Context: an optimization exercise on an open-source flow, tuned for small area. The choices shown serve that exercise and are no tape-out recipe.
RTL that was checked went through simulation tests only; none was proved equivalent to the original.
For runs 3 and 4, only the layout was checked, not whether the RTL still works.
The clock port is modelled as an ideal driver; clocking choices that lean on that would not hold on a real chip.
No activity file was given, so power comes from the tool's default toggle rates.

File: constraint.sdc
create_clock -name core_clock -period 20.0 [get_ports {clk}]
set_input_delay 4.0000 -clock core_clock [delete_from_list [all_inputs] [get_ports {clk}]]
set_output_delay 4.0000 -clock core_clock [all_outputs]
set_load 0.01 [all_outputs]
File: design.v
module smoothing (clk, reset, data, smooth);
	input logic clk, reset;
	input logic [11:0] data;
	output logic [11:0] smooth;
	logic [1535:0] hist;
	logic [6:0] count;
	logic full;
	logic [18:0] sum;
	logic [11:0] oldest;
	assign oldest = full ? hist[1535:1524] : 12'd0;
	assign smooth = sum[18:7];
	always_ff @(posedge clk) begin
		hist <= {hist[1523:0], data};
	end
	always_ff @(posedge clk) begin
		if (reset) begin
			count <= 0;
			full <= 0;
			sum <= 0;
		end
		else begin
			count <= count + 1'b1;
			if (&count) full <= 1'b1;
			sum <= sum + {7'd0, data} - {7'd0, oldest};
		end
	end
endmodule
File: run.sh
#!/bin/bash
# synth_recipe.tcl (not shown) runs the flow's synth.tcl, then flattens the netlist and writes it again
# the make line also repeats each setting of config.mk as NAME=value (left out here)
make -C /OpenROAD-flow-scripts/flow DESIGN_CONFIG=/design/flow/config.mk WORK_HOME=/design/flow/orfs CLKGATE_MAP_FILE= SYNTH_SCRIPT=/design/flow/synth_recipe.tcl finish
File: config.mk
export PLATFORM = sky130hd
export DESIGN_NAME = smoothing
export DESIGN_NICKNAME = smoothing
export VERILOG_FILES = /design/flow/design.v
export SDC_FILE = /design/flow/constraint.sdc
export NUM_CORES = 4
export LEC_CHECK = 0
export ABC_AREA = 1
export CAP_MARGIN = 20
export CORE_MARGIN = 2
export CORE_UTILIZATION = 25
export SLEW_MARGIN = 20
==> flow_summary.json, run 1 <==
{
  "netlist-cell-type-count": 24,
  "report.final.slew_viol_count": 0,
  "power_per_cell_area_nw_per_um2": 153,
  "nets_in_the_synthesized_netlist": 1961,
  "synth.area.top_cells": "dfxtp_1 (94%), inv_1 (1.2%), nand2_1 (0.96%)",
  "drtIter0Drc": 485,
  "yosysTopAreaCellShare_pct": 94.2,
  "number_of_global_route_vias_before_repair": 12000,
  "die_h_um": 369,
  "status": "timing/DRC/antenna clean",
  "cp_slowest_stage_delay_ps": 770,
  "dieWidth_um": 369,
  "min_period_over_period_pct": 29.3,
  "rr_worst_depth": 13,
  "grt_antenna_before_repair": 0,
  "yosys.cell_count.top_type": "dfxtp_1",
  "worst_setup_path_start_kind": "flip-flop",
  "postSynth.topFlopCell": "dfxtp_1",
  "grt_first_pass_wirelength_um": 59400,
  "routed-via-count": 12000,
  "timing.hold.worst_path_depth": 0,
  "timing.critical_path.fanout_max": 3,
  "io_pins": 26,
  "floorplan.die_area_um2": 136000,
  "pre_antenna_drt_iters": 4,
  "hpwl_um": 17300,
  "groute.layer.met2.usage_pct": 6.78,
  "critPathCaptureType": "output pin",
  "layout-area-overhead-vs-synth_pct": 21.0,
  "hold-worst-slack_ps": 308,
  "post-route-min-period_ps": 5850,
  "max-slew-margin-rel_pct": 58.8,
  "largest_net_degree_at_the_start_of_global_routing": 19,
  "cts_tree": "built",
  "synth_top_area_cell": "dfxtp_1",
  "synth_edf_count": 0,
  "postCtsSetupBuffers": 0,
  "required_arrival_time_at_the_worst_endpoint_ps": 16000,
  "cp.arrival_ps": 1850,
  "grtUsageMet3_pct": 2.00,
  "ir_worst_vdd_uv": 115,
  "rsz0062_at_grt": "false",
  "final_antenna_violating_net_count": 0,
  "finClkSkew_ps": 18.4,
  "worst_slack_ps": 14150,
  "pre_cts_slack_ps": 13550,
  "busiest_layer": "met1",
  "clock-sinks": 1563,
  "critical_path.n_buffers_inverters": 1,
  "cellLeakagePower_nw": 16.4,
  "synth.yosys.seq_area_share_pct": 94.2,
  "clkLatencyLatePin_ps": 700,
  "ys_top_cells_by_count": "dfxtp_1 (1563), inv_1 (105), nand2_1 (85), nor2_1 (34), a21oi_1 (30)",
  "cts_max_path_bufs": 3,
  "cts-htree-levels": 4,
  "drt_wl_total_um": 35000,
  "achievable-frequency_mhz": 171,
  "antenna_diode_count": 0,
  "start_util_pct": 25.2,
  "fin_tns_setup_ps": 0,
  "total_of_fill_cells_in_the_finished_design": 12800,
  "clock_tree.root_cell": "clkbuf_16",
  "timing.setup.critical_path_class": "reg2out",
  "drc_violation_count_after_routing": 0,
  "viasPerCell": 3.06,
  "worstPathCellList": "clkdlybuf4s50_1",
  "number_of_instances_in_the_synthesized_netlist": 1915,
  "synthesis.yosys.warnings": 1,
  "grt-ovfl-total": 0,
  "cts.clk_slew.worst_paths_ps": 70,
  "post_cts_hold_buffer_count": 0,
  "multi_input_area_um2": 1430,
  "buffer_ports.inserted": 25,
  "post_cts.resized_instances": 0,
  "final_nets": 2107,
  "fp-row-count": 133,
  "layout-drive-gt1-share_pct": 11.1,
  "grt_util_all_layers_pct": 5.36,
  "tritoncts.num_buffers": 134,
  "async_reset_ff_share_pct": 0,
  "syn-mean-instance-area_um2": 17.3,
  "timing.max_cap.violations": 0,
  "area.sequential_um2": 31300,
  "timing.critical_path.slowest_stage_cell": "clkdlybuf4s50_1",
  "post_drt_wl_per_cell_um": 8.92,
  "timing.critical_path.depth": 1,
  "timing_worst_slew_pin_value_ps": 617,
  "timing_hold_violations_final": 0,
  "yosys_register_bits": 1563,
  "gp_congestion": 0.694,
  "worst_min_path_class": "reg2reg",
  "setup_violations": 0,
  "cell_area_after_synthesis_um2": 33200,
  "gr-usage-met1_pct": 7.70,
  "critPathTopFamily": "buffers and inverters",
  "fp.coreArea_um2": 132000
}
-- power by group --
part | leakage [nW] | switching, mW | internal (mW)
registers | 12.8 | 0.0262 | 3.19
logic | 1.31 | 0.189 | 0.111
clock network | 2.28 | 1.06 | 1.56
-- cells in the final DEF, fill, tap and decap left out, types with 3 or more instances in the layout --
cell,n
a21oi_1,30
bufinv_16,14
clkbuf_1,23
clkbuf_16,138
clkbuf_8,28
clkdlybuf4s50_1,25
clkinv_2,22
clkinv_8,5
clkinvlp_4,4
dfxtp_1,1563
fa_1,12
ha_1,20
inv_1,105
inv_6,6
nand2_1,85
nand2_2,8
nand3_1,10
nand3_2,8
nor2_1,34
nor3_1,3
o21a_1,3
o21ai_0,9
-- metrics by stage --
step	power (mW)	instances	util (%)	area, µm²
after floorplan	3.51	1915	-	33200
after global placement	3.59	3680	27.0	35600
after detailed placement	3.59	3680	27.0	35600
after CTS	6.24	3922	30.5	40200
after global routing	6.40	3922	30.5	40200
final	6.14	3922	30.5	40200
-- state kept, by name, indices dropped and copies added (netlist names) --
signal	flops
count	7
full	1
hist	1536
sum	19
-- path summary, 6_finish.rpt --
| kind | slack (ps) | end | start |
|---|---|---|---|
| min reg2reg | 310 | hist[1168] | hist[1156] |
| max reg2reg | 17460 | sum[14] | full |
| min | 310 | hist[1168] | hist[1156] |
| max | 14150 | smooth[5] | sum[12] |
-- metal layers --
metal,wire [µm],vias to the layer above
met5,0,-
met4,1050,0
met3,1820,87
met2,12700,191
met1,19400,5552
li1,-,6165
-- logic make-up after synthesis --
kind of cell,synth area share (%)
and+or+nand+nor,2.04
AOI/OAI and AO/OA,0.750
buffers and inverters,1.52
DFF,94.2
xor gates and xnor gates,0.0264
adders and majority gates,1.48
-- area by class of cell --
type | instances | share of cell area [%]
clock buffers | 189 | 9.77
repair buffers | 25 | 0.623
inverters | 105 | 0.981
clock inverters | 53 | 1.77
well taps | 1755 | 5.46
flip-flops and latches | 1563 | 77.9
multi-input cells | 232 | 3.55
==> run 2: changes to the inputs <==
--- a/config.mk
+++ b/config.mk
@@ -8,5 +8,5 @@
 export ABC_AREA = 1
 export CAP_MARGIN = 20
 export CORE_MARGIN = 2
-export CORE_UTILIZATION = 25
+export CORE_UTILIZATION = 70
 export SLEW_MARGIN = 20
==> run 2 against run 1 <==
Global-route usage up 17 points; non-clock buffer count unchanged; worst hold slack worse by 15 ps; register-to-register slack worse by 270 ps; combinational power up 3%; sequential power about the same; critical endpoint is now sum[18]; die area down 64%; routed wire length up 51%; count of clock-buffer cells in the layout up 16; area after synthesis unchanged.
==> flow_summary.json, run 2 <==
{
  "fp.coreArea_um2": 46700,
  "gr-usage-met1_pct": 28.7,
  "number_of_cells_after_detailed_placement": 2532,
  "cts.clk_slew.worst_paths_ps": 100,
  "cp_slowest_stage_delay_ps": 580,
  "fp-row-count": 79,
  "finClkSkew_ps": 39.5,
  "status": "timing/DRC/antenna clean",
  "ys_top_cells_by_count": "dfxtp_1 (1563), inv_1 (105), nand2_1 (85), nor2_1 (34), a21oi_1 (30)",
  "final_common_cell": "dfxtp_1",
  "viasPerCell": 4.57,
  "synth.yosys.seq_area_share_pct": 94.2,
  "cell_area_after_synthesis_um2": 33200,
  "critical_path.n_buffers_inverters": 4,
  "gp_congestion": 0.755,
  "layout-area-overhead-vs-synth_pct": 16.4,
  "pre_antenna_drt_iters": 4,
  "timing_worst_slew_pin_value_ps": 702,
  "timing.critical_path.fanout_max": 5,
  "synth_top_area_cell": "dfxtp_1",
  "hpwl_um": 18400,
  "worstPathCellList": "clkdlybuf4s50_1 > inv_1 > fa_1 > inv_1 > ha_1 > nand2_1 > inv_1 > nand2_1 > nand2_1 > nand2_1 > nand3_2 > nand2_2 > nand3_2 > nand2_1 > nor2_1",
  "timing_hold_violations_final": 0,
  "grtUsageMet3_pct": 4.89,
  "post_drt_wl_per_cell_um": 19.0,
  "post-route-min-period_ps": 5890,
  "largestRegisters": "hist x1536, sum x19, count x7",
  "setup_violations": 0,
  "power_per_cell_area_nw_per_um2": 160,
  "synth_compound_gate_area_share_pct": 0.750,
  "synthesis.yosys.warnings": 1,
  "syn-mean-instance-area_um2": 17.3,
  "groute.layer.met2.usage_pct": 38.6,
  "synth_simple_gate_area_share_pct": 2.04,
  "cts-htree-levels": 4,
  "drc_violation_count_after_routing": 0,
  "yosys.area_share.adder_pct": 1.48,
  "synth_xor_xnor_area_share_pct": 0.0264,
  "clkLatencyLatePin_ps": 730,
  "worst_slack_ps": 14110,
  "p_total_mw": 6.19,
  "buffer_ports.inserted": 25,
  "io_pins": 26,
  "grt_util_all_layers_pct": 22.9,
  "yosys_register_bits": 1563,
  "clock-sinks": 1563,
  "cellLeakagePower_nw": 16.4,
  "max-slew-margin-rel_pct": 53.2,
  "number_of_instances_in_the_synthesized_netlist": 1915,
  "nets_in_the_synthesized_netlist": 1961,
  "clock_tree.root_cell": "clkbuf_16",
  "postCtsSetupBuffers": 0,
  "timing.critical_path.slowest_stage_cell": "fa_1",
  "final_antenna_violating_net_count": 0,
  "floorplan.die_area_um2": 49200,
  "worst_min_path_class": "reg2reg",
  "number_of_global_route_vias_before_repair": 14600,
  "async_reset_ff_share_pct": 0,
  "post_cts_hold_buffer_count": 0,
  "final_nets": 2106,
  "yosysTopAreaCellShare_pct": 94.2,
  "largest_register_ffs": 1536,
  "antenna_diode_count": 0,
  "fin_tns_setup_ps": 0,
  "timing.setup.critical_path_class": "in2reg",
  "yosys.cell_count.top_type": "dfxtp_1",
  "share_comb_of_total_power_pct": 5.0,
  "switchingPower_mw": 1.37,
  "cell_internal_pwr_mw": 4.82,
  "total_of_fill_cells_in_the_finished_design": 1987,
  "required_arrival_time_at_the_worst_endpoint_ps": 20590,
  "layout-drive-gt1-share_pct": 10.7,
  "min_period_over_period_pct": 29.4,
  "largest_net_degree_at_the_start_of_global_routing": 19,
  "power.clock.fraction_pct": 42.8,
  "switching_share_pct": 22.1,
  "top_reg_by_flops": "hist",
  "worst_setup_path_start_kind": "input pin",
  "drt_wl_total_um": 52700,
  "rsz0062_at_grt": "false",
  "achievable-frequency_mhz": 170,
  "final_cell_count_no_fill": 2770,
  "post_cts.resized_instances": 0,
  "cts_tree": "built",
  "routed-via-count": 12700,
  "cp.arrival_ps": 6480,
  "path_common_cell": "nand2_1",
  "synth.area.top_cells": "dfxtp_1 (94%), inv_1 (1.2%), nand2_1 (0.96%)",
  "grt-ovfl-total": 0,
  "timing.max_cap.violations": 0,
  "critPathCaptureType": "flip-flop",
  "cts_max_path_bufs": 3,
  "seq_power_share_pct": 52.1,
  "postSynth.topFlopCell": "dfxtp_1",
  "most-common-layout-cells": "dfxtp_1 (1563), clkbuf_16 (140), inv_1 (105), nand2_1 (85), clkbuf_8 (37)",
  "ir_worst_vdd_uv": 151,
  "hold-worst-slack_ps": 293,
  "dieWidth_um": 222,
  "netlist-cell-type-count": 24,
  "critPathTopFamily": "adder cells",
  "pre_cts_slack_ps": 13550,
  "drtIter0Drc": 731,
  "tritoncts.num_buffers": 133,
  "die_h_um": 222,
  "synth_edf_count": 0,
  "busiest_layer": "met2",
  "dominant_combinational_cell_family_by_area_after_synthesis": "simple AND/OR/NAND/NOR gates",
  "grt_antenna_before_repair": 1,
  "start_util_pct": 71.2,
  "report.final.slew_viol_count": 0,
  "grt_first_pass_wirelength_um": 84500,
  "yosys-mux-area-fraction_pct": 0
}
[run 2: cell counts after synthesis]
Identical to the previous run, type by type.
[run 2: worst paths after layout]
check / startpoint / endpoint / slack (ps) / depth (start not counted)
worst max-delay path: data[4] / sum[18] / 14110 / 15
worst max register to register: full / sum[18] / 17190 / 15
worst min-delay path: hist[662] / hist[674] / 290 / 0
worst min register to register: hist[662] / hist[674] / 290 / 0
[run 2: metal layers]
layer  up-vias  wire length (µm)
met3       109              1690
met4         0              1410
met1      6158             23000
met2       238             26600
li1       6154                 -
met5         -                 0
[run 2: final cells by class]
cell class | count | area, µm² | share of cell area [%]
Sequential cell | 1563 | 31300 | 80.9
Clock buffer | 205 | 4120 | 10.7
Multi-Input combinational cell | 232 | 1430 | 3.69
Tap cell | 607 | 759 | 1.96
Clock inverter | 33 | 420 | 1.09
Inverter | 105 | 394 | 1.02
Timing Repair Buffer | 25 | 250 | 0.647
[run 2: cells by family (layout without fill, tap and decap cells)]
| logic type | after synthesis | count (layout) |
|---|---|---|
| flip-flops | 1563 | 1563 |
| AND/OR/NAND/NOR | 153 | 153 |
| buffers and inverters | 120 | 368 |
| AO/OA/AOI/OAI | 46 | 46 |
| adder cells (fa/ha/maj) | 32 | 32 |
| XOR/XNOR | 1 | 1 |
[run 2: metrics by stage]
| step | util [%] | cell area (µm²) |
|---|---|---|
| 3_3_place_gp | 73.1 | 34100 |
| 3_5_place_dp | 73.1 | 34100 |
| 2_1_floorplan | - | 33200 |
| 6_report | 82.9 | 38700 |
| 5_1_grt | 82.9 | 38700 |
| 4_1_cts | 82.9 | 38700 |
[run 2: worst register-to-register path, cell delays in order (launching register included)]
cell	delay, ps
dfxtp_1	630
nand2_1	150
inv_1	180
fa_1	480
inv_1	80
ha_1	290
nand2_1	140
inv_1	50
nand2_1	60
nand2_1	60
nand2_1	90
nand3_2	140
nand2_2	130
nand3_2	60
nand2_1	80
nor2_1	60
[run 2: power groups by stage]
| stage | Sequential [mW] | Clock, mW | Combinational (mW) |
|---|---|---|---|
| after floorplan | 3.28 | 0 | 0.231 |
| after global placement | 3.29 | 0 | 0.291 |
| after detailed placement | 3.29 | 0 | 0.294 |
| after CTS | 3.23 | 2.70 | 0.307 |
| after global routing | 3.23 | 2.81 | 0.347 |
| final | 3.23 | 2.65 | 0.310 |
==> run 3: changes to the inputs <==
==> design.v (replaced) <==
module smoothing (clk, reset, data, smooth);
	input logic clk, reset;
	input logic [11:0] data;
	output logic [11:0] smooth;
	logic [1523:0] hist;
	logic [11:0] nold;
	logic [6:0] count;
	logic full;
	logic full_next;
	logic [18:0] sum;
	assign smooth = sum[18:7];
	logic [7:0] cc;
	logic [6:0] count_inc;
	assign cc[0] = 1'b1;
	genvar g;
	generate
		for (g = 0; g < 7; g++) begin : inc
			assign count_inc[g] = count[g] ^ cc[g];
			assign cc[g+1] = count[g] & cc[g];
		end
	endgenerate
	assign full_next = ~reset & (full | cc[7]);
	logic [11:0] cs_s;
	logic [12:0] cs_c;
	logic [12:0] rc;
	logic [11:0] lo;
	assign cs_c[0] = 1'b1;
	assign rc[0] = 1'b0;
	generate
		for (g = 0; g < 12; g++) begin : csa
			assign cs_s[g] = sum[g] ^ data[g] ^ nold[g];
			assign cs_c[g+1] = (sum[g] & data[g]) | (sum[g] & nold[g]) | (data[g] & nold[g]);
			assign lo[g] = cs_s[g] ^ cs_c[g] ^ rc[g];
			assign rc[g+1] = (cs_s[g] & cs_c[g]) | (cs_s[g] & rc[g]) | (cs_c[g] & rc[g]);
		end
	endgenerate
	logic up, down;
	logic [7:0] uc;
	logic [6:0] hi;
	assign up = cs_c[12] & rc[12];
	assign down = ~(cs_c[12] | rc[12]);
	assign uc[0] = up;
	generate
		for (g = 0; g < 7; g++) begin : upd
			assign hi[g] = sum[12+g] ^ down ^ uc[g];
			assign uc[g+1] = (sum[12+g] & down) | (sum[12+g] & uc[g]) | (down & uc[g]);
		end
	endgenerate
	always_ff @(posedge clk) begin
		hist <= {hist[1511:0], data};
		nold <= ~(hist[1523:1512] & {12{full_next}});
		full <= full_next;
		if (reset) begin
			count <= 0;
			sum <= 0;
		end
		else begin
			count <= count_inc;
			sum <= {hi, lo};
		end
	end
endmodule
==> flow/run.sh (new file) <==
#!/bin/bash
# Standard layout, with the clock tree built without dummy loads and with
# smaller port buffers. Each make step's log is under orfs/logs; make's own
# output goes to make.log here.
set -euo pipefail
export CTS_ARGS="-sink_clustering_enable -repair_clock_nets -dont_use_dummy_load -root_buf sky130_fd_sc_hd__clkbuf_16 -buf_list {sky130_fd_sc_hd__clkbuf_8 sky130_fd_sc_hd__clkbuf_16} -sink_clustering_size 20 -sink_clustering_max_diameter 50"
export BUFFER_PORTS_ARGS="-buffer_cell sky130_fd_sc_hd__buf_1"
bash standard.sh > make.log 2>&1
==> standard.sh (new file) <==
#!/bin/bash
# synth_recipe.tcl (not shown) runs the flow's synth.tcl, then flattens the netlist and writes it again
# the make line also repeats each setting of config.mk as NAME=value (left out here)
make -C /OpenROAD-flow-scripts/flow DESIGN_CONFIG=/design/flow/config.mk WORK_HOME=/design/flow/orfs CLKGATE_MAP_FILE= SYNTH_SCRIPT=/design/flow/synth_recipe.tcl "${@:-finish}"
--- a/config.mk
+++ b/config.mk
@@ -8,5 +8,5 @@
 export ABC_AREA = 1
 export CAP_MARGIN = 20
 export CORE_MARGIN = 2
-export CORE_UTILIZATION = 70
+export CORE_UTILIZATION = 50
 export SLEW_MARGIN = 20
removed: run.sh
==> run 3 against run 2 <==
Die area increased by 36%; worst setup slack worse by 3900 ps; clock power shrank 33%; flip-flop and latch count stayed put; maximum frequency is 40% lower; critical path depth up 12; worst hold slack lost 5.8 ps; cell area decreased by 6.6%; count of clock-buffer cells in the layout fell by 103; non-clock buffer count is 1 higher.
==> flow_summary.json, run 3 <==
{
  "async_reset_ff_share_pct": 0,
  "start_util_pct": 50.5,
  "postCtsSetupBuffers": 0,
  "post_cts.resized_instances": 0,
  "fp.coreArea_um2": 64300,
  "final_common_cell": "dfxtp_1",
  "setup_violations": 0,
  "largest_net_degree_at_the_start_of_global_routing": 24,
  "rsz0062_at_grt": "false",
  "switching_share_pct": 19.1,
  "grt_first_pass_wirelength_um": 54600,
  "cell_internal_pwr_mw": 4.13,
  "timing.max_cap.violations": 0,
  "cts.clk_slew.worst_paths_ps": 70,
  "yosysTopAreaCellShare_pct": 96.4,
  "synth_edf_count": 0,
  "share_comb_of_total_power_pct": 2.2,
  "post_cts_hold_buffer_count": 0,
  "ir_worst_vdd_uv": 80.5,
  "layout-drive-gt1-share_pct": 6.31,
  "cellLeakagePower_nw": 14.7,
  "power_per_cell_area_nw_per_um2": 142,
  "drtIter0Drc": 469,
  "seq_power_share_pct": 62.9,
  "clock-sinks": 1563,
  "number_of_instances_in_the_synthesized_netlist": 1724,
  "min_period_over_period_pct": 48.9,
  "antenna_diode_count": 0,
  "buffer_ports.inserted": 25,
  "ys_top_cells_by_count": "dfxtp_1 (1563), inv_1 (36), nor2_1 (33), fa_1 (23), nand2_1 (18)",
  "clock_tree.root_cell": "clkbuf_16",
  "top_reg_by_flops": "hist",
  "io_pins": 26,
  "hold_path_startpoint": "hist[1229]",
  "worst_setup_path_start_kind": "input pin",
  "drc_violation_count_after_routing": 0,
  "finClkSkew_ps": 54.0,
  "cts-htree-levels": 3,
  "hpwl_um": 14700,
  "largestRegisters": "hist x1524, sum x19, nold x12",
  "nets_in_the_synthesized_netlist": 1767,
  "netlist-cell-type-count": 22,
  "max-slew-margin-rel_pct": 41.3,
  "achievable-frequency_mhz": 102,
  "layout.core_utilization_pct": 56.1,
  "layout-area-overhead-vs-synth_pct": 11.2,
  "timing.setup.critical_path_class": "in2reg",
  "timing.critical_path.fanout_max": 9,
  "path_common_cell": "fa_1",
  "grt_util_all_layers_pct": 9.93,
  "most-common-layout-cells": "dfxtp_1 (1563), clkbuf_16 (102), inv_1 (36), nor2_1 (33), buf_1 (25)",
  "cts_tree": "built",
  "tritoncts.num_buffers": 102,
  "yosys.cell_count.top_type": "dfxtp_1",
  "synth_top_area_cell": "dfxtp_1",
  "worst_min_path_class": "reg2reg",
  "final_nets": 1882,
  "dieWidth_um": 259,
  "post_drt_wl_per_cell_um": 11.6,
  "fp-row-count": 93,
  "grt-ovfl-total": 0,
  "required_arrival_time_at_the_worst_endpoint_ps": 20500,
  "routed-via-count": 10600,
  "worstReg2RegStart": "nold[0]",
  "syn-mean-instance-area_um2": 18.8,
  "postSynth.topFlopCell": "dfxtp_1",
  "timing_hold_violations_final": 0,
  "switchingPower_mw": 0.978,
  "timing.critical_path.slowest_stage_cell": "fa_1",
  "critPathCaptureType": "flip-flop",
  "drt_wl_total_um": 31200,
  "viasPerCell": 3.94,
  "cp_slowest_stage_delay_ps": 460,
  "synth.area.top_cells": "dfxtp_1 (96%), fa_1 (1.4%), inv_1 (0.42%)",
  "timing_worst_slew_pin_value_ps": 877,
  "clkLatencyLatePin_ps": 640,
  "cp.arrival_ps": 10290,
  "largest_register_ffs": 1524,
  "final_antenna_violating_net_count": 0,
  "cts_max_path_bufs": 3,
  "synth.yosys.seq_area_share_pct": 96.4,
  "status": "timing/DRC/antenna clean",
  "fin_tns_setup_ps": 0,
  "cell_area_after_synthesis_um2": 32500,
  "synthesis.yosys.warnings": 1,
  "die_h_um": 259,
  "number_of_global_route_vias_before_repair": 10900,
  "post-route-min-period_ps": 9790,
  "gp_congestion": 0.722,
  "grt_antenna_before_repair": 0,
  "total_of_fill_cells_in_the_finished_design": 4865,
  "power.clock.fraction_pct": 34.8,
  "floorplan.die_area_um2": 67000,
  "p_total_mw": 5.11,
  "yosys_register_bits": 1563,
  "setup.worst_path.start": "data[1]",
  "pre_antenna_drt_iters": 4,
  "report.final.slew_viol_count": 0
}
==> run 3: cell count changes in the layout (fill, tap and decap cells not counted), sizes merged, moves of 15 or more <==
cell	before	now
inv	111	38
a21oi	32	6
clkdlybuf4s50	25	0
clkbuf	205	102
buf	0	26
nand3	18	3
clkinv	17	0
nand2	93	26
==> run 3: cells by family (layout without fill, tap and decap cells) <==
logic type      after synthesis  count (layout)  synth area share, %
simple gates                 66              66                0.990
fa+ha+maj                    29              29                 1.65
flops                      1563            1563                 96.4
xor+xnor                      2               2               0.0540
buf+inv                      53             166                0.752
compound gates               11              11                0.173
==> run 3: metrics by stage <==
step	area (µm²)	hold slack, ps	std cells	worst slack (ps)
floorplan	32500	310	1724	10230
global placement	33500	310	2590	9690
detailed placement	33500	312	2590	9560
CTS	36100	288	2692	10210
global route	36100	287	2692	9880
finish	36100	287	2692	10210
==> run 3: final timing paths <==
path | end | slack, ps | depth (start not counted)
worst min register to register | hist[1241] | 290 | 0
worst min-delay path | hist[1241] | 290 | 0
worst max-delay path | sum[18] | 10210 | 27
worst max register to register | sum[18] | 13550 | 26
==> run 3: cell type report <==
type                    instances  area (µm²)  area share (%)
multi-input cells             108         931            2.58
inverters                      38         143           0.395
clock buffers                 102        2550            7.07
flip-flops and latches       1563       31300            86.7
repair buffers                 26         101           0.281
well taps                     855        1070            2.96
==> run 3: worst max-delay path, delay by kind of cell <==
family,cells,cell delay [ps]
adders and majority gates,12,4620
AOI/OAI and AO/OA,1,160
and+or+nand+nor,10,900
buffers and inverters,4,590
==> run 3: power by group through the flow <==
stage | combinational, mW | sequential (mW) | clock (mW)
after floorplan | 0.101 | 3.28 | 0
after global placement | 0.106 | 3.29 | 0
after detailed placement | 0.116 | 3.29 | 0
after CTS | 0.117 | 3.22 | 1.85
after global routing | 0.136 | 3.22 | 1.97
final | 0.114 | 3.22 | 1.78
==> run 3: metal layers <==
layer	routed length [µm]	GRT usage, %	part of all wire, %
met2	11100	12.3	36
met4	1160	4.51	3.7
met1	17400	15.4	56
met5	0	0	0
met3	1500	3.22	4.8
==> run 4: changes to the inputs <==
==> flow/run.sh (replaced) <==
#!/bin/bash
# Standard layout, with the clock tree built without dummy loads and with
# smaller port buffers. Each make step's log is under orfs/logs; make's own
# output goes to make.log here.
set -euo pipefail
export CTS_ARGS="-sink_clustering_enable -repair_clock_nets -dont_use_dummy_load -buf_list {sky130_fd_sc_hd__clkbuf_16} -sink_clustering_size 30 -sink_clustering_max_diameter 60"
export BUFFER_PORTS_ARGS="-buffer_cell sky130_fd_sc_hd__buf_1"
bash standard.sh > make.log 2>&1
==> run 4 against run 3 <==
Still clean on timing, DRC and antenna; combinational power hardly changed; global-route usage is 0.24 points lower; cell count is 1.3% lower; critical endpoint unchanged.
==> flow_summary.json, run 4 <==
{
  "status": "timing/DRC/antenna clean",
  "grt_antenna_before_repair": 0,
  "drt_wl_total_um": 30600,
  "synth_top_area_cell": "dfxtp_1",
  "min_period_over_period_pct": 48.9,
  "synth_edf_count": 0,
  "pre_cts_slack_ps": 9560,
  "share_comb_of_total_power_pct": 2.4,
  "timing_hold_violations_final": 0,
  "die_h_um": 259,
  "largest_register_ffs": 1524,
  "timing.critical_path.fanout_max": 9,
  "post_cts.resized_instances": 0,
  "floorplan.die_area_um2": 67000,
  "io_pins": 26,
  "cts_max_path_bufs": 3,
  "cell_area_after_synthesis_um2": 32500,
  "layout-area-overhead-vs-synth_pct": 8.38,
  "async_reset_ff_share_pct": 0,
  "timing.critical_path.slowest_stage_cell": "fa_1",
  "worst_setup_path_start_kind": "input pin",
  "cp_slowest_stage_delay_ps": 470,
  "rsz0062_at_grt": "false",
  "top_reg_by_flops": "hist",
  "start_util_pct": 50.5,
  "synthesis.yosys.warnings": 1,
  "most-common-layout-cells": "dfxtp_1 (1563), clkbuf_16 (66), inv_1 (36), nor2_1 (33), buf_1 (25)",
  "yosysTopAreaCellShare_pct": 96.4,
  "switching_share_pct": 19.3,
  "antenna_diode_count": 0,
  "yosys_register_bits": 1563,
  "cellLeakagePower_nw": 14.2,
  "power_per_cell_area_nw_per_um2": 135,
  "worst_slack_ps": 10220,
  "clock-sinks": 1563,
  "final_common_cell": "dfxtp_1",
  "timing.max_cap.violations": 0,
  "clkLatencyLatePin_ps": 610,
  "worst_min_path_class": "reg2reg",
  "dieWidth_um": 259,
  "routed-via-count": 10400,
  "post-route-min-period_ps": 9780,
  "postCtsSetupBuffers": 0,
  "seq_power_share_pct": 67.7,
  "grt-ovfl-total": 0,
  "finClkSkew_ps": 42.5,
  "nets_in_the_synthesized_netlist": 1767,
  "tritoncts.num_buffers": 66,
  "cts_tree": "built",
  "final_antenna_violating_net_count": 0,
  "pre_antenna_drt_iters": 4,
  "ir_worst_vdd_uv": 72.6,
  "cell_internal_pwr_mw": 3.83,
  "final_nets": 1846,
  "drtIter0Drc": 521,
  "cp.arrival_ps": 10260,
  "timing_worst_slew_pin_value_ps": 858,
  "synth.yosys.seq_area_share_pct": 96.4,
  "syn-mean-instance-area_um2": 18.8,
  "cts.clk_slew.worst_paths_ps": 100,
  "report.final.slew_viol_count": 0,
  "hpwl_um": 14700,
  "fp.coreArea_um2": 64300,
  "max-slew-margin-rel_pct": 42.6,
  "number_of_global_route_vias_before_repair": 10600,
  "grt_util_all_layers_pct": 9.69,
  "layout-drive-gt1-share_pct": 4.44,
  "timing.setup.critical_path_class": "in2reg",
  "postSynth.topFlopCell": "dfxtp_1",
  "drc_violation_count_after_routing": 0,
  "yosys.cell_count.top_type": "dfxtp_1",
  "viasPerCell": 3.92,
  "cts-htree-levels": 3,
  "fp-row-count": 93,
  "largest_net_degree_at_the_start_of_global_routing": 31,
  "buffer_ports.inserted": 25,
  "required_arrival_time_at_the_worst_endpoint_ps": 20480,
  "clock_tree.root_cell": "clkbuf_16",
  "netlist-cell-type-count": 22,
  "critPathCaptureType": "flip-flop",
  "number_of_instances_in_the_synthesized_netlist": 1724,
  "post_cts_hold_buffer_count": 0,
  "path_common_cell": "fa_1",
  "post_drt_wl_per_cell_um": 11.5,
  "synth.area.top_cells": "dfxtp_1 (96%), fa_1 (1.4%), inv_1 (0.42%)",
  "ys_top_cells_by_count": "dfxtp_1 (1563), inv_1 (36), nor2_1 (33), fa_1 (23), nand2_1 (18)",
  "power.clock.fraction_pct": 29.9,
  "largestRegisters": "hist x1524, sum x19, nold x12",
  "grt_first_pass_wirelength_um": 53400,
  "achievable-frequency_mhz": 102,
  "switchingPower_mw": 0.918,
  "setup_violations": 0,
  "gp_congestion": 0.722,
  "fin_tns_setup_ps": 0
}
==> run 4: cell counts after synthesis <==
No cell type changed its count.
==> run 4: critical path, delay by kind of cell <==
| kind | cells | cell delay [ps] |
|---|---|---|
| AOI/OAI and AO/OA | 1 | 150 |
| adders and majority gates | 12 | 4630 |
| buffers and inverters | 4 | 580 |
| and+or+nand+nor | 10 | 880 |
==> run 4: cell families after synthesis <==
logic type / Yosys count / share of synthesized area [%]
DFF: 1563 / 96.4
and+or+nand+nor: 66 / 0.990
buffers and inverters: 53 / 0.752
adders and majority gates: 29 / 1.65
AOI/OAI and AO/OA: 11 / 0.173
xor gates and xnor gates: 2 / 0.0540
==> run 4: metal layers <==
metal / share of wire (%) / track usage (%) / up-vias
li1: - / - / 5328
met1: 57 / 15.4 / 4892
met2: 35 / 12.0 / 129
met3: 4.4 / 2.43 / 72
met4: 3.2 / 4.70 / 0
met5: 0 / 0 / -
==> run 4: cell type report <==
class                   instances  area (µm²)
clock buffers                  66        1650
fillers                      4942       29200
inverters                      38         143
multi-input cells             108         931
flip-flops and latches       1563       31300
well taps                     855        1070
repair buffers                 26         101
==> run 4: worst paths after layout <==
kind / from / end / slack (ps) / cells after the start
min reg2reg: hist[1190] / hist[1202] / 280 / 0
min: hist[1190] / hist[1202] / 280 / 0
max reg2reg: nold[0] / sum[18] / 13590 / 26
max: data[1] / sum[18] / 10220 / 27
==> run 4: power groups by stage <==
stage	clock network, mW	registers, mW	logic [mW]
floorplan	0	3.28	0.101
global placement	0	3.29	0.106
detailed placement	0	3.29	0.116
CTS	1.48	3.22	0.117
global route	1.59	3.23	0.136
finish	1.42	3.22	0.114
==> run 4: per-stage QoR <==
step / cells / cell area, µm² / hold slack [ps] / util, % / power, mW
finish: 2656 / 35200 / 282 / 54.7 / 4.75
global route: 2656 / 35200 / 285 / 54.7 / 4.95
CTS: 2656 / 35200 / 293 / 54.7 / 4.82
detailed placement: 2590 / 33500 / 312 / 52.1 / 3.40
global placement: 2590 / 33500 / 310 / 52.1 / 3.39
floorplan: 1724 / 32500 / 310 / - / 3.38
==> run 5: changes to the inputs <==
--- a/design.v
+++ b/design.v
@@ -20,26 +20,25 @@
 		end
 	endgenerate
 	assign full_next = ~reset & (full | cc[7]);
-	logic [11:0] cs_s;
-	logic [12:0] cs_c;
+	logic [12:0] tc;
+	logic [11:0] t;
 	logic [12:0] rc;
 	logic [11:0] lo;
-	assign cs_c[0] = 1'b1;
+	assign tc[0] = 1'b1;
 	assign rc[0] = 1'b0;
 	generate
-		for (g = 0; g < 12; g++) begin : csa
-			assign cs_s[g] = sum[g] ^ data[g] ^ nold[g];
-			assign cs_c[g+1] = (sum[g] & data[g]) | (sum[g] & nold[g]) | (data[g] & nold[g]);
-			assign lo[g] = cs_s[g] ^ cs_c[g] ^ rc[g];
-			assign rc[g+1] = (cs_s[g] & cs_c[g]) | (cs_s[g] & rc[g]) | (cs_c[g] & rc[g]);
+		for (g = 0; g < 12; g++) begin : sub
+			assign t[g] = data[g] ^ nold[g] ^ tc[g];
+			assign tc[g+1] = (data[g] & nold[g]) | (data[g] & tc[g]) | (nold[g] & tc[g]);
+			assign lo[g] = sum[g] ^ t[g] ^ rc[g];
+			assign rc[g+1] = (sum[g] & t[g]) | (sum[g] & rc[g]) | (t[g] & rc[g]);
 		end
 	endgenerate
-	logic up, down;
+	logic down;
 	logic [7:0] uc;
 	logic [6:0] hi;
-	assign up = cs_c[12] & rc[12];
-	assign down = ~(cs_c[12] | rc[12]);
-	assign uc[0] = up;
+	assign down = ~tc[12];
+	assign uc[0] = rc[12];
 	generate
 		for (g = 0; g < 7; g++) begin : upd
 			assign hi[g] = sum[12+g] ^ down ^ uc[g];
==> flow/run.sh (replaced) <==
#!/bin/bash
# Standard layout, with the clock tree built without dummy loads and with
# smaller port buffers. Each make step's log is under orfs/logs; make's own
# output goes to make.log here.
set -euo pipefail
export CTS_ARGS="-sink_clustering_enable -repair_clock_nets -dont_use_dummy_load -buf_list {sky130_fd_sc_hd__clkbuf_16} -sink_clustering_size 40 -sink_clustering_max_diameter 50"
export BUFFER_PORTS_ARGS="-buffer_cell sky130_fd_sc_hd__buf_1"
bash standard.sh > make.log 2>&1
--- a/config.mk
+++ b/config.mk
@@ -8,5 +8,5 @@
 export ABC_AREA = 1
 export CAP_MARGIN = 20
 export CORE_MARGIN = 2
-export CORE_UTILIZATION = 50
+export CORE_UTILIZATION = 60
 export SLEW_MARGIN = 20
==> run 5 against run 4 <==
Still clean on timing, DRC and antenna; flip-flop and latch count unchanged; die area fell by 17%; area after synthesis down 0.30%; register-to-register slack got worse by 1800 ps; power rose by 1.2%; utilization is 11 points higher; via count is 2.0% lower; synthesized cell count shrank 1.9%; first-iteration DRC count decreased by 21%.
==> flow_summary.json, run 5 <==
{
  "viasPerCell": 4.12,
  "fin_tns_setup_ps": 0,
  "clkLatencyLatePin_ps": 620,
  "postSynth.topFlopCell": "dfxtp_1",
  "synth.yosys.seq_area_share_pct": 96.7,
  "nets_in_the_synthesized_netlist": 1741,
  "cellLeakagePower_nw": 14.3,
  "critPathCaptureType": "flip-flop",
  "multi_input_area_um2": 840,
  "timing_worst_slew_pin_value_ps": 390,
  "worst_setup_path_start_kind": "input pin",
  "postCtsSetupBuffers": 0,
  "pre_antenna_drt_iters": 4,
  "grt_first_pass_wirelength_um": 52300,
  "setup.worst_path.start": "data[0]",
  "timing.setup.critical_path_class": "in2reg",
  "synth.area.top_cells": "dfxtp_1 (97%), fa_1 (1.7%), inv_1 (0.36%)",
  "detailed_place.area_um2": 33200,
  "worstReg2RegStart": "nold[0]",
  "yosys.cell_count.top_type": "dfxtp_1",
  "io_pins": 26,
  "power_per_cell_area_nw_per_um2": 136,
  "hpwl_um": 15000,
  "synth_compound_gate_area_share_pct": 0.0155,
  "async_reset_ff_share_pct": 0,
  "yosys_register_bits": 1563,
  "final_nets": 1833,
  "cell_area_after_synthesis_um2": 32400,
  "synth_simple_gate_area_share_pct": 0.537,
  "start_util_pct": 60.4,
  "post-route-cell-area_um2": 35200,
  "dominant_combinational_cell_family_by_area_after_synthesis": "adder cells",
  "floorplan.die_area_um2": 55800,
  "r2r_setup_slack_ps": 11740,
  "max-slew-margin-rel_pct": 74.1,
  "most-common-layout-cells": "dfxtp_1 (1563), clkbuf_16 (80), inv_1 (31), fa_1 (28), nor2_1 (27)",
  "p_total_mw": 4.81,
  "required_arrival_time_at_the_worst_endpoint_ps": 20510,
  "timing_hold_violations_final": 0,
  "pre_cts_slack_ps": 7810,
  "rsz0062_at_grt": "false",
  "routed-via-count": 10200,
  "layout-area-overhead-vs-synth_pct": 8.81,
  "antenna_diode_count": 0,
  "netlist-cell-type-count": 12,
  "min_period_over_period_pct": 57.3,
  "largest_register_ffs": 1524,
  "grt_util_all_layers_pct": 11.7,
  "gp_congestion": 0.705,
  "grt_antenna_before_repair": 0,
  "clock-sinks": 1563,
  "timing.hold.worst_path_depth": 0,
  "cp.arrival_ps": 11960,
  "cts-htree-levels": 3,
  "fp.coreArea_um2": 53600,
  "ir_worst_vdd_uv": 98.3,
  "tritoncts.num_buffers": 80,
  "post_drt_wl_per_cell_um": 12.4,
  "timing.rr.end": "sum[18]",
  "setup_violations": 0,
  "fp-row-count": 85,
  "synth_edf_count": 0,
  "yosys-mux-area-fraction_pct": 0,
  "total_of_fill_cells_in_the_finished_design": 3759,
  "achievable-frequency_mhz": 87.3,
  "largest_net_degree_at_the_start_of_global_routing": 34,
  "top_reg_by_flops": "hist",
  "timing.critical_path.fanout_max": 2,
  "largestRegisters": "hist x1524, sum x19, nold x12",
  "report.final.slew_viol_count": 0,
  "area.sequential_um2": 31300,
  "finClkSkew_ps": 53.0,
  "yosysTopAreaCellShare_pct": 96.7,
  "syn-mean-instance-area_um2": 19.1,
  "number_of_cells_after_detailed_placement": 2397,
  "synth_xor_xnor_area_share_pct": 0,
  "worst_slack_ps": 8550,
  "post-route-min-period_ps": 11450,
  "yosys.area_share.adder_pct": 2.04,
  "post_cts_hold_buffer_count": 0,
  "ys_top_cells_by_count": "dfxtp_1 (1563), inv_1 (31), fa_1 (28), nor2_1 (27), nand2_1 (15)",
  "cts.clk_slew.worst_paths_ps": 110,
  "cts_tree": "built",
  "number_of_global_route_vias_before_repair": 10200,
  "layout-drive-gt1-share_pct": 4.60,
  "cts_max_path_bufs": 3,
  "final_common_cell": "dfxtp_1",
  "drt_wl_total_um": 30700,
  "dieWidth_um": 236,
  "final_cell_count_no_fill": 2477,
  "setup.worst_path.end": "sum[18]",
  "synth_top_area_cell": "dfxtp_1",
  "rr_worst_depth": 25,
  "die_h_um": 236,
  "worst_min_path_class": "reg2reg",
  "post_cts.resized_instances": 0,
  "status": "timing/DRC/antenna clean",
  "clock_tree.root_cell": "clkbuf_16",
  "drc_violation_count_after_routing": 0,
  "grt-ovfl-total": 0,
  "synthesis.yosys.warnings": 1,
  "buffer_ports.inserted": 25,
  "final_antenna_violating_net_count": 0,
  "drtIter0Drc": 411,
  "timing.max_cap.violations": 0,
  "number_of_instances_in_the_synthesized_netlist": 1691
}
-- run 5: per-stage QoR --
| step | hold slack [ps] | utilization [%] |
|---|---|---|
| floorplan | 310 | - |
| global placement | 310 | 62.0 |
| detailed placement | 312 | 62.0 |
| CTS | 277 | 65.7 |
| global route | 271 | 65.7 |
| finish | 273 | 65.7 |
-- run 5: worst max-delay path, cell delays in order --
cell and delay, ps:
buf_1 90, inv_1 50, ha_1 200, inv_1 70, fa_1 430, fa_1 410, fa_1 430, fa_1 410
fa_1 450, fa_1 400, fa_1 390, fa_1 390, fa_1 400, fa_1 380, fa_1 380, fa_1 390
fa_1 390, fa_1 390, fa_1 390, fa_1 400, fa_1 390, fa_1 390, inv_1 60, nand2_1 60
a21oi_1 160, nor2_1 60
-- run 5: logic make-up after synthesis --
family / Yosys count
flip-flops: 1563
AND/OR/NAND/NOR: 44
adder cells (fa/ha/maj): 36
buffers and inverters: 47
AO/OA/AOI/OAI: 1
-- run 5: worst min-delay path by stage --
stage          startpoint  slack, ps         end
2_1_floorplan   hist[988]        310  hist[1000]
3_3_place_gp    hist[690]        310   hist[702]
3_5_place_dp   hist[1109]        310  hist[1121]
4_1_cts        hist[1079]        280  hist[1091]
5_1_grt        hist[1079]        270  hist[1091]
6_report       hist[1079]        270  hist[1091]
-- run 5: power breakdown --
group,internal [mW],switching [mW]
sequential,3.18,0.0258
combinational,0.0177,0.0255
clock,0.714,0.839
-- run 5: area by class of cell --
cell class                      instances  share of cell area [%]
Clock buffer                           80                    5.68
Inverter                               31                   0.330
Multi-Input combinational cell         81                    2.38
Sequential cell                      1563                    88.8
Tap cell                              696                    2.47
Timing Repair Buffer                   26                   0.288
-- run 5: per-layer routing --
metal  vias to the layer above  routed length, µm  global-route usage [%]
met3                        78               1280                    2.93
li1                       5248                  -                       -
met2                       112              10900                    14.6
met4                         0                991                    5.64
met1                      4778              17500                    18.7
met5                         -                  0                       0
==> run 6: changes to the inputs <==
==> flow/run.sh (replaced) <==
#!/bin/bash
# Standard layout, with the clock tree built without dummy loads and with
# smaller port buffers. Each make step's log is under orfs/logs; make's own
# output goes to make.log here.
set -euo pipefail
export CTS_ARGS="-sink_clustering_enable -repair_clock_nets -dont_use_dummy_load -buf_list {sky130_fd_sc_hd__clkbuf_16} -sink_clustering_size 36 -sink_clustering_max_diameter 60"
export BUFFER_PORTS_ARGS="-buffer_cell sky130_fd_sc_hd__buf_1"
bash standard.sh > make.log 2>&1
--- a/config.mk
+++ b/config.mk
@@ -8,5 +8,5 @@
 export ABC_AREA = 1
 export CAP_MARGIN = 20
 export CORE_MARGIN = 2
-export CORE_UTILIZATION = 60
+export CORE_UTILIZATION = 50
 export SLEW_MARGIN = 20
==> run 6 against run 5 <==
Still clean; cell area fell by 1.0%; die area up 20%; area after synthesis is the same; global-route usage decreased by 2.3 points; register-to-register slack got worse by 60 ps; highest routed layer unchanged.
==> flow_summary.json, run 6 <==
{
  "grt_antenna_before_repair": 0,
  "fp.coreArea_um2": 64200,
  "postSynth.topFlopCell": "dfxtp_1",
  "yosysTopAreaCellShare_pct": 96.7,
  "timing.setup.critical_path_class": "in2reg",
  "synth_xor_xnor_area_share_pct": 0,
  "cp.arrival_ps": 11990,
  "buffer_ports.inserted": 25,
  "yosys-mux-area-fraction_pct": 0,
  "timing.max_cap.violations": 0,
  "die_h_um": 258,
  "floorplan.die_area_um2": 66800,
  "worst_slack_ps": 8500,
  "synth_simple_gate_area_share_pct": 0.537,
  "met2_wirelength_um": 10600,
  "largest_net_degree_at_the_start_of_global_routing": 37,
  "synth.area.top_cells": "dfxtp_1 (97%), fa_1 (1.7%), inv_1 (0.36%)",
  "pre_antenna_drt_iters": 3,
  "clock_tree.root_cell": "clkbuf_16",
  "number_of_cells_after_detailed_placement": 2556,
  "number_of_global_route_vias_before_repair": 10100,
  "layout.core_utilization_pct": 54.3,
  "synthesis.yosys.warnings": 1,
  "pre_cts_slack_ps": 7810,
  "yosys.area_share.adder_pct": 2.04,
  "layout-drive-gt1-share_pct": 3.41,
  "netlist-cell-type-count": 12,
  "cellLeakagePower_nw": 14.1,
  "tritoncts.num_buffers": 58,
  "report.final.slew_viol_count": 0,
  "final_common_cell": "dfxtp_1",
  "rsz0062_at_grt": "false",
  "setup_violations": 0,
  "grt-ovfl-total": 0,
  "postCtsSetupBuffers": 0,
  "layout-area-overhead-vs-synth_pct": 7.72,
  "post_cts_hold_buffer_count": 0,
  "dominant_combinational_cell_family_by_area_after_synthesis": "adder cells",
  "routed-via-count": 10100,
  "power_per_cell_area_nw_per_um2": 131,
  "achievable-frequency_mhz": 87.0,
  "async_reset_ff_share_pct": 0,
  "yosys_register_bits": 1563,
  "route.met3.wl_um": 1300,
  "number_of_instances_in_the_synthesized_netlist": 1691,
  "synth_compound_gate_area_share_pct": 0.0155,
  "clkLatencyLatePin_ps": 630,
  "final_antenna_violating_net_count": 0,
  "drtIter0Drc": 428,
  "grt_first_pass_wirelength_um": 51500,
  "hpwl_um": 14400,
  "max-slew-margin-rel_pct": 74.9,
  "cts_tree": "built",
  "final_cell_count_no_fill": 2614,
  "post-route-min-period_ps": 11500,
  "largestRegisters": "hist x1524, sum x19, nold x12",
  "top_reg_by_flops": "hist",
  "cts_max_path_bufs": 3,
  "grt_util_all_layers_pct": 9.38,
  "worst_setup_path_start_kind": "input pin",
  "hold-worst-slack_ps": 267,
  "syn-mean-instance-area_um2": 19.1,
  "fin_tns_setup_ps": 0,
  "r2r_setup_slack_ps": 11680,
  "gp_congestion": 0.687,
  "ys_top_cells_by_count": "dfxtp_1 (1563), inv_1 (31), fa_1 (28), nor2_1 (27), nand2_1 (15)",
  "clock-sinks": 1563,
  "yosys.cell_count.top_type": "dfxtp_1",
  "total_of_fill_cells_in_the_finished_design": 5014,
  "viasPerCell": 3.87,
  "required_arrival_time_at_the_worst_endpoint_ps": 20500,
  "cell_area_after_synthesis_um2": 32400,
  "critPathCaptureType": "flip-flop",
  "most-common-layout-cells": "dfxtp_1 (1563), clkbuf_16 (58), inv_1 (31), fa_1 (28), nor2_1 (27)",
  "timing_hold_violations_final": 0,
  "synth.yosys.seq_area_share_pct": 96.7,
  "status": "timing/DRC/antenna clean",
  "final_nets": 1811,
  "highest-signal-layer": "met4",
  "post_drt_wl_per_cell_um": 11.6,
  "finClkSkew_ps": 55.0,
  "synth_edf_count": 0,
  "fp-row-count": 93,
  "start_util_pct": 50.4,
  "largest_register_ffs": 1524,
  "drc_violation_count_after_routing": 0,
  "wirelength_met1_um": 17400,
  "ir_worst_vdd_uv": 88.5,
  "min_period_over_period_pct": 57.5,
  "io_pins": 26,
  "nets_in_the_synthesized_netlist": 1741,
  "synth_top_area_cell": "dfxtp_1",
  "dieWidth_um": 258,
  "antenna_diode_count": 0,
  "worst_min_path_class": "reg2reg",
  "post_cts.resized_instances": 0,
  "drt_wl_total_um": 30300,
  "cts.clk_slew.worst_paths_ps": 100,
  "timing_worst_slew_pin_value_ps": 376,
  "timing.critical_path.fanout_max": 2,
  "cts-htree-levels": 2
}
-- run 6: cells by family after synthesis --
logic type,count (synthesis)
and+or+nand+nor,44
DFF,1563
adders and majority gates,36
AOI/OAI and AO/OA,1
buffers and inverters,47
-- run 6: where the power goes --
| group | leakage, nW | internal [mW] | switching [mW] | total, mW |
|---|---|---|---|---|
| clock | 0.715 | 0.521 | 0.813 | 1.33 |
| sequential | 12.8 | 3.19 | 0.0221 | 3.21 |
| combinational | 0.517 | 0.0184 | 0.0245 | 0.0429 |
| total | 14.1 | 3.73 | 0.859 | 4.58 |
-- run 6: final cells by class --
type | instances | area [µm²] | share of cell area [%]
clock buffers | 58 | 1450 | 4.16
inverters | 31 | 116 | 0.334
multi-input cells | 81 | 840 | 2.41
flip-flops and latches | 1563 | 31300 | 89.7
well taps | 855 | 1070 | 3.07
repair buffers | 26 | 101 | 0.291
-- run 6: routing by layer --
layer | vias up | global-route usage [%]
met5 | - | 0
met4 | 0 | 3.73
met3 | 69 | 2.57
met2 | 91 | 11.8
met1 | 4752 | 15.0
li1 | 5209 | -
-- run 6: stage by stage --
stage	instance area [µm²]	power, mW
2_1_floorplan	32400	3.31
3_3_place_gp	33400	3.32
3_5_place_dp	33400	3.33
4_1_cts	34900	4.65
5_1_grt	34900	4.76
6_report	34900	4.58
-- run 6: final timing paths --
check | start | to | cells after the start
setup reg to reg | nold[0] | sum[18] | 25
setup / recovery | data[0] | sum[18] | 26
hold reg to reg | hist[843] | hist[855] | 0
hold / removal | hist[843] | hist[855] | 0
-- run 6: critical path, stage by stage --
cell and delay [ps]:
buf_1 90, inv_1 50, ha_1 180, inv_1 70
fa_1 420, fa_1 400, fa_1 440, fa_1 470
fa_1 420, fa_1 400, fa_1 400, fa_1 390
fa_1 390, fa_1 390, fa_1 390, fa_1 390
fa_1 390, fa_1 390, fa_1 410, fa_1 400
fa_1 390, fa_1 390, inv_1 60, nand2_1 60
a21oi_1 150, nor2_1 60
==> run 7: changes to the inputs <==
==> flow/run.sh (replaced) <==
#!/bin/bash
# Standard layout, with the clock tree built without dummy loads, leaf clock
# buffers downsized where slew allows (post_cts.tcl), power recovery sizing
# down non-critical gates, and smaller port buffers. Each make step's log is
# under orfs/logs; make's own output goes to make.log here.
set -euo pipefail
here=$(cd "$(dirname "$0")" && pwd)
export CTS_ARGS="-sink_clustering_enable -repair_clock_nets -dont_use_dummy_load -buf_list {sky130_fd_sc_hd__clkbuf_16} -sink_clustering_size 36 -sink_clustering_max_diameter 60"
export POST_CTS_TCL="$here/post_cts.tcl"
export BUFFER_PORTS_ARGS="-buffer_cell sky130_fd_sc_hd__buf_1"
export RECOVER_POWER=100
bash standard.sh > make.log 2>&1
==> flow/post_cts.tcl (new file) <==
set limit 0.112
set sizes {sky130_fd_sc_hd__clkbuf_2 sky130_fd_sc_hd__clkbuf_4 sky130_fd_sc_hd__clkbuf_8}
estimate_parasitics -placement
proc sink_slew {net} {
  set worst 0
  foreach p [get_pins -of_objects $net -filter "direction==input"] {
    set s [get_property $p slew_max]
    if {$s > $worst} { set worst $s }
  }
  return $worst
}
set saved 0
foreach inst [get_cells -hier *] {
  set master [get_property $inst ref_name]
  if {![string match "sky130_fd_sc_hd__clkbuf_16" $master]} continue
  set out [get_pins -of_objects $inst -filter "direction==output"]
  set net [get_nets -of_objects $out]
  if {![string match "clknet_leaf*" [get_name $net]]} continue
  foreach cand $sizes {
    replace_cell $inst $cand
    if {[sink_slew $net] <= $limit} {
      puts "post_cts: [get_name $inst] $master -> $cand ([llength [get_pins -of_objects $net -filter direction==input]] sinks)"
      incr saved
      break
    }
    replace_cell $inst $master
  }
}
puts "post_cts: downsized $saved leaf clock buffers"
detailed_placement
check_placement -verbose
--- a/config.mk
+++ b/config.mk
@@ -8,5 +8,5 @@
 export ABC_AREA = 1
 export CAP_MARGIN = 20
 export CORE_MARGIN = 2
-export CORE_UTILIZATION = 50
+export CORE_UTILIZATION = 70
 export SLEW_MARGIN = 20
==> run 7 against run 6 <==
Cell count fell by 9.9%; die area down 28%; first-iteration DRC count rose by 23%; sequential power about the same; largest cell class unchanged; utilization increased by 21 points; clock skew fell by 21 ps; sequential share of layout area up 1.3 points; power decreased by 0.99%; still clean on timing, DRC and antenna; critical path type unchanged; register-to-register slack gained 80 ps; routed wire length up 13%; critical path depth unchanged; clock power decreased by 4%.
==> flow_summary.json, run 7 <==
{
  "status": "timing/DRC/antenna clean",
  "cp.arrival_ps": 11950,
  "start_util_pct": 71.2,
  "hpwl_um": 15300,
  "buffer_ports.inserted": 25,
  "post-route-min-period_ps": 11450,
  "postSynth.topFlopCell": "dfxtp_1",
  "grt_util_all_layers_pct": 15.2,
  "synth_edf_count": 0,
  "dominant_combinational_cell_family_by_area_after_synthesis": "adder cells",
  "dieWidth_um": 219,
  "clkLatencyLatePin_ps": 630,
  "syn-mean-instance-area_um2": 19.1,
  "finClkSkew_ps": 34.2,
  "timing_hold_violations_final": 0,
  "grt-ovfl-total": 0,
  "largestRegisters": "hist x1524, sum x19, nold x12",
  "cellLeakagePower_nw": 14.0,
  "grt_first_pass_wirelength_um": 56800,
  "ir_worst_vdd_uv": 126,
  "timing.rr.end": "sum[18]",
  "hold-path-endpoint": "hist[457]",
  "timing.setup.critical_path_class": "in2reg",
  "synth_compound_gate_area_share_pct": 0.0155,
  "timing_worst_slew_pin_value_ps": 1170,
  "synth_top_area_cell": "dfxtp_1",
  "layout.core_utilization_pct": 75.6,
  "setup.worst_path.start": "data[0]",
  "timing.hold.worst_path_depth": 0,
  "setup_violations": 0,
  "synthesis.yosys.warnings": 1,
  "rr_worst_depth": 25,
  "required_arrival_time_at_the_worst_endpoint_ps": 20490,
  "fp.coreArea_um2": 45500,
  "layout-drive-gt1-share_pct": 3.02,
  "yosys.cell_count.top_type": "dfxtp_1",
  "worst_setup_path_start_kind": "input pin",
  "number_of_instances_in_the_synthesized_netlist": 1691,
  "worst_min_path_class": "reg2reg",
  "cell_area_after_synthesis_um2": 32400,
  "synth.yosys.seq_area_share_pct": 96.7,
  "critPathCaptureType": "flip-flop",
  "timing.critical_path.fanout_max": 2,
  "largest_net_degree_at_the_start_of_global_routing": 37,
  "r2r_setup_slack_ps": 11760,
  "report.final.slew_viol_count": 0,
  "die_h_um": 219,
  "number_of_cells_after_detailed_placement": 2301,
  "routed-via-count": 10200,
  "cts.clk_slew.worst_paths_ps": 130,
  "pre_antenna_drt_iters": 4,
  "antenna_diode_count": 0,
  "final_nets": 1806,
  "max-slew-margin-rel_pct": 21.9,
  "post-route-cell-area_um2": 34400,
  "hold_path_startpoint": "hist[445]",
  "post_drt_wl_per_cell_um": 14.5,
  "layout-area-overhead-vs-synth_pct": 6.23,
  "grt_antenna_before_repair": 1,
  "ys_top_cells_by_count": "dfxtp_1 (1563), inv_1 (31), fa_1 (28), nor2_1 (27), nand2_1 (15)",
  "cts_tree": "built",
  "drt_wl_total_um": 34100,
  "pre_cts_slack_ps": 7930,
  "timing.max_cap.violations": 0,
  "gp_congestion": 0.714,
  "final_antenna_violating_net_count": 0,
  "power_per_cell_area_nw_per_um2": 132,
  "total_of_fill_cells_in_the_finished_design": 2550,
  "synth_simple_gate_area_share_pct": 0.537,
  "drtIter0Drc": 528,
  "detailed_place.area_um2": 33100,
  "floorplan.die_area_um2": 48000,
  "clock-sinks": 1563,
  "achievable-frequency_mhz": 87.3,
  "top_reg_by_flops": "hist",
  "number_of_global_route_vias_before_repair": 10600,
  "worst_slack_ps": 8550,
  "fp-row-count": 78,
  "largest_register_ffs": 1524,
  "min_period_over_period_pct": 57.3,
  "synth.area.top_cells": "dfxtp_1 (97%), fa_1 (1.7%), inv_1 (0.36%)",
  "hold-worst-slack_ps": 302,
  "yosys_register_bits": 1563,
  "rsz0062_at_grt": "false",
  "yosys.area_share.adder_pct": 2.04,
  "p_total_mw": 4.54,
  "fin_tns_setup_ps": 0,
  "drc_violation_count_after_routing": 0,
  "nets_in_the_synthesized_netlist": 1741,
  "synth_xor_xnor_area_share_pct": 0,
  "most-common-layout-cells": "dfxtp_1 (1563), clkbuf_16 (51), inv_1 (31), nor2_1 (28), fa_1 (28)",
  "netlist-cell-type-count": 12,
  "async_reset_ff_share_pct": 0,
  "io_pins": 26,
  "yosysTopAreaCellShare_pct": 96.7,
  "final_common_cell": "dfxtp_1",
  "yosys-mux-area-fraction_pct": 0,
  "worstReg2RegStart": "nold[0]",
  "viasPerCell": 4.32,
  "final_cell_count_no_fill": 2354
}
run 7: layout make-up:
cell class / count / area [µm²] / share of cell area [%]
clock buffers: 53 / 1300 / 3.77
flip-flops and latches: 1563 / 31300 / 91.0
multi-input cells: 81 / 832 / 2.42
repair buffers: 26 / 97.6 / 0.284
inverters: 31 / 116 / 0.338
well taps: 600 / 751 / 2.18
run 7: per-layer routing:
metal  GRT usage [%]  vias to the layer above  wire length [µm]  part of all wire [%]
met5               0                        -                 0                     0
li1                -                     5196                 -                     -
met1            23.8                     4835             18100                    53
met3            3.08                       68              1100                   3.2
met4            4.55                        0               873                   2.6
met2            21.6                       67             14000                    41
run 7: cells by family (layout without fill, tap and decap cells):
kind of cell    Yosys count  after routing
flops                  1563           1563
buf+inv                  47            110
simple gates             44             44
fa+ha+maj                36             36
compound gates            1              1
run 7: worst max-delay path: stages:
cell,delay (ps)
buf_1,90
inv_1,60
ha_1,200
inv_1,70
fa_1,420
fa_1,400
fa_1,430
fa_1,420
fa_1,400
fa_1,390
fa_1,400
fa_1,400
fa_1,380
fa_1,390
fa_1,390
fa_1,400
fa_1,400
fa_1,390
fa_1,400
fa_1,400
fa_1,390
fa_1,390
inv_1,60
nand2_1,60
a21oi_1,150
nor2_1,60
run 7: report_power, final:
part	total, mW	leakage, nW	internal, mW	switching [mW]
sequential	3.21	12.8	3.19	0.0253
clock	1.28	0.640	0.470	0.813
combinational	0.0442	0.513	0.0183	0.0259
run 7: worst max-delay path by stage:
stage          depth (start not counted)      end  slack, ps
2_1_floorplan                         25  sum[18]       8400
3_3_place_gp                          26  sum[18]       8050
6_report                              26  sum[18]       8550
5_1_grt                               26  sum[18]       8250
3_5_place_dp                          26  sum[18]       7930
==> run 8: changes to the inputs <==
--- a/config.mk
+++ b/config.mk
@@ -8,5 +8,5 @@
 export ABC_AREA = 1
 export CAP_MARGIN = 20
 export CORE_MARGIN = 2
-export CORE_UTILIZATION = 70
+export CORE_UTILIZATION = 50
 export SLEW_MARGIN = 20
==> run 8 against run 7 <==
Critical endpoint unchanged; count of clock-buffer cells in the layout up 5; routed wire length fell by 11%; register-to-register slack lost 50 ps; largest cell class unchanged.
==> flow_summary.json, run 8 <==
{
  "yosysTopAreaCellShare_pct": 96.7,
  "synth_edf_count": 0,
  "clock-sinks": 1563,
  "top_reg_by_flops": "hist",
  "critical_path.n_buffers_inverters": 4,
  "largest_net_degree_at_the_start_of_global_routing": 37,
  "switchingPower_mw": 0.856,
  "worst_slack_ps": 8530,
  "grt_antenna_before_repair": 0,
  "dieWidth_um": 258,
  "power_per_cell_area_nw_per_um2": 131,
  "final_cell_count_no_fill": 2614,
  "syn-mean-instance-area_um2": 19.1,
  "timing.rr.end": "sum[18]",
  "hpwl_um": 14400,
  "timing_worst_slew_pin_value_ps": 1280,
  "timing.critical_path.fanout_max": 2,
  "report.final.slew_viol_count": 0,
  "worst_min_path_class": "reg2reg",
  "synth.area.top_cells": "dfxtp_1 (97%), fa_1 (1.7%), inv_1 (0.36%)",
  "start_util_pct": 50.4,
  "layout-drive-gt1-share_pct": 3.30,
  "routed-via-count": 10100,
  "pre_antenna_drt_iters": 3,
  "r2r_setup_slack_ps": 11710,
  "cts.clk_slew.worst_paths_ps": 120,
  "cellLeakagePower_nw": 14.0,
  "hold-path-endpoint": "hist[1268]",
  "timing.setup.critical_path_class": "in2reg",
  "critPathTopFamily": "adder cells",
  "grt_first_pass_wirelength_um": 51500,
  "largest_register_ffs": 1524,
  "fp-row-count": 93,
  "worst_setup_path_start_kind": "input pin",
  "yosys.cell_count.top_type": "dfxtp_1",
  "power.clock.fraction_pct": 28.7,
  "largestRegisters": "hist x1524, sum x19, nold x12",
  "clkLatencyLatePin_ps": 620,
  "layout-area-overhead-vs-synth_pct": 7.50,
  "min_period_over_period_pct": 57.4,
  "critPathCaptureType": "flip-flop",
  "postSynth.topFlopCell": "dfxtp_1",
  "seq_power_share_pct": 70.4,
  "post-route-min-period_ps": 11470,
  "hold-worst-slack_ps": 305,
  "synth_top_area_cell": "dfxtp_1",
  "cell_area_after_synthesis_um2": 32400,
  "ys_top_cells_by_count": "dfxtp_1 (1563), inv_1 (31), fa_1 (28), nor2_1 (27), nand2_1 (15)",
  "final_common_cell": "dfxtp_1",
  "cell_internal_pwr_mw": 3.70,
  "number_of_cells_after_detailed_placement": 2556,
  "ir_worst_vdd_uv": 88.5,
  "hold_path_startpoint": "hist[1256]",
  "worstReg2RegStart": "nold[0]",
  "die_h_um": 258,
  "drt_wl_total_um": 30200,
  "status": "timing/DRC/antenna clean",
  "async_reset_ff_share_pct": 0,
  "timing.critical_path.slowest_stage_cell": "fa_1",
  "cts_tree": "built",
  "final_nets": 1811,
  "timing.max_cap.violations": 0,
  "finClkSkew_ps": 32.0,
  "synth.yosys.seq_area_share_pct": 96.7,
  "rr_worst_depth": 25,
  "setup_violations": 0,
  "synthesis.yosys.warnings": 1,
  "most-common-layout-cells": "dfxtp_1 (1563), clkbuf_16 (53), inv_1 (31), nor2_1 (28), fa_1 (28)",
  "final_antenna_violating_net_count": 0,
  "number_of_global_route_vias_before_repair": 10100,
  "cp_slowest_stage_delay_ps": 470,
  "required_arrival_time_at_the_worst_endpoint_ps": 20520,
  "buffer_ports.inserted": 25,
  "post_drt_wl_per_cell_um": 11.6,
  "grt_util_all_layers_pct": 9.38,
  "netlist-cell-type-count": 12,
  "nets_in_the_synthesized_netlist": 1741,
  "timing_hold_violations_final": 0,
  "fin_tns_setup_ps": 0,
  "max-slew-margin-rel_pct": 15.0,
  "grt-ovfl-total": 0,
  "rsz0062_at_grt": "false",
  "io_pins": 26,
  "total_of_fill_cells_in_the_finished_design": 5025,
  "layout.core_utilization_pct": 54.2,
  "share_comb_of_total_power_pct": 0.9,
  "floorplan.die_area_um2": 66800,
  "yosys_register_bits": 1563,
  "achievable-frequency_mhz": 87.1,
  "fp.coreArea_um2": 64200,
  "gp_congestion": 0.687,
  "drtIter0Drc": 419,
  "path_common_cell": "fa_1",
  "pre_cts_slack_ps": 7810,
  "cp.arrival_ps": 12000,
  "timing.hold.worst_path_depth": 0,
  "drc_violation_count_after_routing": 0,
  "viasPerCell": 3.86,
  "switching_share_pct": 18.8,
  "antenna_diode_count": 0,
  "number_of_instances_in_the_synthesized_netlist": 1691
}
[run 8: worst max-delay path by stage]
| stage | start | endpoint | slack [ps] | cells past startpoint |
|---|---|---|---|---|
| floorplan | data[0] | sum[18] | 8400 | 25 |
| detailed placement | data[0] | sum[18] | 7810 | 26 |
| finish | data[0] | sum[18] | 8530 | 26 |
| global placement | data[0] | sum[18] | 7910 | 26 |
| global route | data[0] | sum[18] | 8220 | 26 |
[run 8: power by group through the flow]
stage | clock [mW] | combinational (mW) | sequential (mW)
global placement | 0 | 0.0410 | 3.28
global route | 1.47 | 0.0511 | 3.22
floorplan | 0 | 0.0377 | 3.27
finish | 1.31 | 0.0428 | 3.21
detailed placement | 0 | 0.0446 | 3.28
[run 8: cell type report]
class	instances	area (µm²)	area share (%)
tap	855	1070	3.07
inverter	31	116	0.334
clock buffer	58	1390	3.99
multi-input combinational	81	832	2.39
sequential	1563	31300	89.9
timing repair buffer	26	97.6	0.280
[run 8: layer usage]
metal | track usage (%) | share of wire, % | vias to the layer above
met5 | 0 | 0 | -
met4 | 3.73 | 3.1 | 0
met3 | 2.57 | 4.3 | 69
met2 | 11.7 | 35 | 91
met1 | 15.0 | 58 | 4736
li1 | - | - | 5206
[run 8: through the flow]
| step | area (µm²) | power, mW |
|---|---|---|
| global placement | 33400 | 3.32 |
| detailed placement | 33400 | 3.33 |
| floorplan | 32400 | 3.31 |
| finish | 34800 | 4.56 |
| global route | 34800 | 4.74 |
[run 8: cells by family (layout without fill, tap and decap cells)]
group                    after synthesis  in the layout  synth area share (%)
flip-flops                          1563           1563                  96.7
buffers and inverters                 47            115                 0.738
AND/OR/NAND/NOR                       44             44                 0.537
adder cells (fa/ha/maj)               36             36                  2.04
AO/OA/AOI/OAI                          1              1                0.0154

[re-timing with driven ports]
The results above use ideal ports. As a check the final layouts listed here were re-extracted and re-timed, cells and wires unchanged.
Step 1: set_driving_cell puts a clkbuf_16 on clk and a buf_2 on each other input, an assumption about the parent block.
Step 2 adds t to the input delays and takes it off the output delays; t is the mean of the earliest and latest rising clock arrival at the registers after step 1. Input paths then give back, and output paths get back, about the clock's delay inside the block.
Three values: ideal, step 1, step 2; two values: the first two.
run | shift t [ns] | slack for setup (ns) | worst hold slack (ns) | latest minus earliest clock arrival (ns)
run 1 | 0.746 | 14.150 / 14.094 / 13.566 | 0.308 / 0.308 / 0.308 | 0.021 / 0.021
run 2 | 0.768 | 14.111 / 14.138 / 13.370 | 0.293 / 0.293 / 0.293 | 0.045 / 0.045
run 3 | 0.653 | 10.211 / 10.232 / 9.578 | 0.287 / 0.287 / 0.287 | 0.096 / 0.097
run 4 | 0.634 | 10.218 / 10.240 / 9.606 | 0.282 / 0.282 / 0.282 | 0.064 / 0.064
run 5 | 0.655 | 8.548 / 8.581 / 7.926 | 0.273 / 0.273 / 0.273 | 0.066 / 0.066
run 6 | 0.668 | 8.503 / 8.537 / 7.869 | 0.267 / 0.267 / 0.267 | 0.068 / 0.067
run 7 | 0.665 | 8.548 / 8.575 / 7.910 | 0.302 / 0.302 / 0.302 | 0.041 / 0.040
run 8 | 0.670 | 8.525 / 8.559 / 7.888 | 0.305 / 0.305 / 0.305 | 0.055 / 0.055
After both steps every run listed still meets setup and hold. The setup slack of run 2, which loses most, moves by +0.027 ns with the drivers and by -0.741 ns with both steps.
